Background: an optimization exercise with open tools, aiming at small area. Do not read the settings as production practice.
The RTL was checked by simulation tests, not by an equivalence proof against the original design.
Power and IR drop assume default switching activity.

## DMA
module DMA(
	clk_in_COM,
	write_in_COM,
	addr_in_COM,
	reset_in_COM,
	error_in_COM,
	data_in_RAM,
	data_in_FIFO,
	full_FIFO,
	block_size_REG,
	continue_block_gap_REG,
	stop_block_gap_REG,
	enable_transfer_mode_REG,
	transfer_complete_DAT,
	addr_out_RAM,
	data_out_RAM,
	data_out_FIFO,
	busy,
	newDAT_DAT
);
Size: roughly 610 cells after synthesis, roughly 160 flip-flops, roughly 220 I/O pins, ~6500 um^2 of cells after synthesis.
==> flow/config.mk <==
export PLATFORM = sky130hd
export DESIGN_NAME = DMA
export DESIGN_NICKNAME = DMA
export VERILOG_FILES = /design/flow/design.v
export SDC_FILE = /design/flow/constraint.sdc
export NUM_CORES = 4
export LEC_CHECK = 0
export CAP_MARGIN = 20
export CORE_MARGIN = 2
export CORE_UTILIZATION = 65
export CTS_BUF_LIST = sky130_fd_sc_hd__clkbuf_4 sky130_fd_sc_hd__clkbuf_8
export SLEW_MARGIN = 20
==> flow/constraint.sdc <==
create_clock -name core_clock -period 4.0 [get_ports {clk_in_COM}]
set_input_delay 0.8000 -clock core_clock [delete_from_list [all_inputs] [get_ports {clk_in_COM}]]
set_output_delay 0.8000 -clock core_clock [all_outputs]
set_load 0.01 [all_outputs]
standard.sh (not shown) runs the stock make flow with config.mk's settings and CLKGATE_MAP_FILE= SYNTH_SCRIPT=/design/flow/synth_recipe.tcl, a recipe that flattens the netlist after the stock synthesis.
==> flow/flow/run.sh <==
#!/bin/bash
set -euo pipefail
export BUFFER_PORTS_ARGS="-buffer_cell sky130_fd_sc_hd__buf_1"
bash standard.sh > standard_flow.log 2>&1
Then changed:
==> flow/flow/run.sh (replaced) <==
#!/bin/bash
# The standard layout, with two changes:
#  - after the standard synthesis, the combinational logic between the registers is mapped
#    again by ABC with the speed script, on the flattened netlist (half and full adder cells included) (registers, their names and cells are kept);
#  - the port buffers are made from the smallest buffer cell.
set -euo pipefail
WORK=$(pwd)
export BUFFER_PORTS_ARGS="-buffer_cell sky130_fd_sc_hd__buf_1"
RES=$WORK/orfs/results/$FLOW_PLATFORM/DMA/base
LOGS=$WORK/orfs/logs/$FLOW_PLATFORM/DMA/base
LIB=$FLOW_HOME/platforms/$FLOW_PLATFORM/lib/sky130_fd_sc_hd__tt_025C_1v80.lib
YOSYS=$FLOW_HOME/../tools/install/yosys/bin/yosys
[[ -x $YOSYS ]] || YOSYS=yosys

bash standard.sh synth > flow_synth.log 2>&1

# re-map the combinational logic
cp $RES/1_2_yosys.v $WORK/1_2_yosys_standard.v
ABCARGS=$(grep -o -- "-liberty [^ ]*tt_025C_1v80.lib.* -constr" $LOGS/1_2_yosys.log | head -1 | sed 's/ -constr$//')
cat > $WORK/remap.ys <<EOT
read_liberty -ignore_miss_func -overwrite $LIB
read_verilog $WORK/1_2_yosys_standard.v
hierarchy -top $FLOW_TOP
setattr -mod -set keep_hierarchy 1 sky130_fd_sc_hd__df*
flatten
opt_clean -purge
abc -script $WORK/flow/remap.abc $ABCARGS -constr $WORK/orfs/objects/$FLOW_PLATFORM/DMA/base/abc.constr
opt_clean -purge
rename -hide w:*.*
select -module $FLOW_TOP
stat -liberty $LIB
write_verilog -noattr -nohex -nodec -selected $WORK/1_2_yosys_remap.v
EOT
$YOSYS -l remap.log -q remap.ys > /dev/null 2>&1
cp $WORK/1_2_yosys_remap.v $RES/1_2_yosys.v
rm -f $RES/1_synth.odb $RES/1_synth.sdc

bash standard.sh > flow_layout.log 2>&1
==> flow/flow/remap.abc (new file) <==
&get -n
&st
&dch
&nf
&st
&syn2
&if -g -K 6
&synch2
&nf
&st
&syn2
&if -g -K 6
&synch2
&nf
&st
&syn2
&if -g -K 6
&synch2
&nf
&st
&syn2
&if -g -K 6
&synch2
&nf
&st
&syn2
&if -g -K 6
&synch2
&nf
&put
buffer -c
topo
stime -c
upsize -c
dnsize -c
Settings changed: CTS_BUF_LIST sky130_fd_sc_hd__clkbuf_4 sky130_fd_sc_hd__clkbuf_8 to sky130_fd_sc_hd__clkbuf_8.
=> The changed run finished with timing, DRC and antenna clean; die area is higher by 5.5%; clock skew barely changes; setup slack improved by 0.48 ns; area after synthesis is higher by 5.8%; cell area is higher by 2.0%; hold slack improved by 0.022 ns; routed wire length is higher by 9.2%; final cell count is higher by 12%.
Then changed:
--- a/flow/flow/run.sh
+++ b/flow/flow/run.sh
@@ -2,5 +2,5 @@
 # The standard layout, with two changes:
 #  - after the standard synthesis, the combinational logic between the registers is mapped
-#    again by ABC with the speed script, on the flattened netlist (half and full adder cells included) (registers, their names and cells are kept);
+#    again by ABC with an area-oriented script (registers, their names and cells are kept);
 #  - the port buffers are made from the smallest buffer cell.
 set -euo pipefail
==> flow/flow/remap.abc (replaced) <==
strash
dc2
dch -f
map -a
topo
strash
dch -f
map -a
topo
Settings changed: CORE_UTILIZATION 65 to 40.
What happened: Now the flow finished with setup timing left; worst setup slack got worse by 3.8 ns; core utilization goes down by 10 points; final area climbs by about a fifth; clock-buffer cell count goes down by 2; die area grows by a quarter to a third; area after synthesis decreases by about a fifth; power increases by a little under a tenth; hold slack is worse by 0.0039 ns; via count goes down slightly; global-route usage came out lower by 4.5 points.
Then changed:
==> flow/flow/run.sh (replaced) <==
#!/bin/bash
set -euo pipefail
export BUFFER_PORTS_ARGS="-buffer_cell sky130_fd_sc_hd__buf_1"
bash standard.sh > standard_flow.log 2>&1
removed: flow/flow/remap.abc
What happened: This time the run finished clean. Design area drops by 15%. Power drops by 2.7%. First-iteration DRC count drops by 33%. Clock power climbs by about 5%.

-- port drivers added, routing unchanged --
How much do the figures lean on ideal ports? The routed layouts below were timed once more, with nothing changed but the port constraints. Step 1 sets driving cells, clkbuf_16 on the clock port and buf_2 on the other inputs (assumed; they add their load-dependent delay and slew). Step 2 adds t to the input delays and takes it off the output delays; t is the mean of the earliest and latest rising clock arrival at the registers after step 1. Input paths then give back, and output paths get back, about the clock's delay inside the block. Slacks: ideal ports / drivers / drivers and shift; pairs: ideal ports / drivers.
run	t (ns)	setup slack, ns	clock arrival spread, ns
the first run	0.502	0.237 / 0.237 / 0.237	0.012 / 0.011
the second run	0.479	0.721 / 0.721 / 0.397	0.009 / 0.009
the third run	0.474	-3.072 / -3.072 / -3.072	0.014 / 0.013
the fourth run	0.477	0.259 / 0.259 / 0.259	0.012 / 0.013
The setup slack of the second run, which loses most, moves by 0.000 ns with the drivers and by -0.324 ns with both steps.
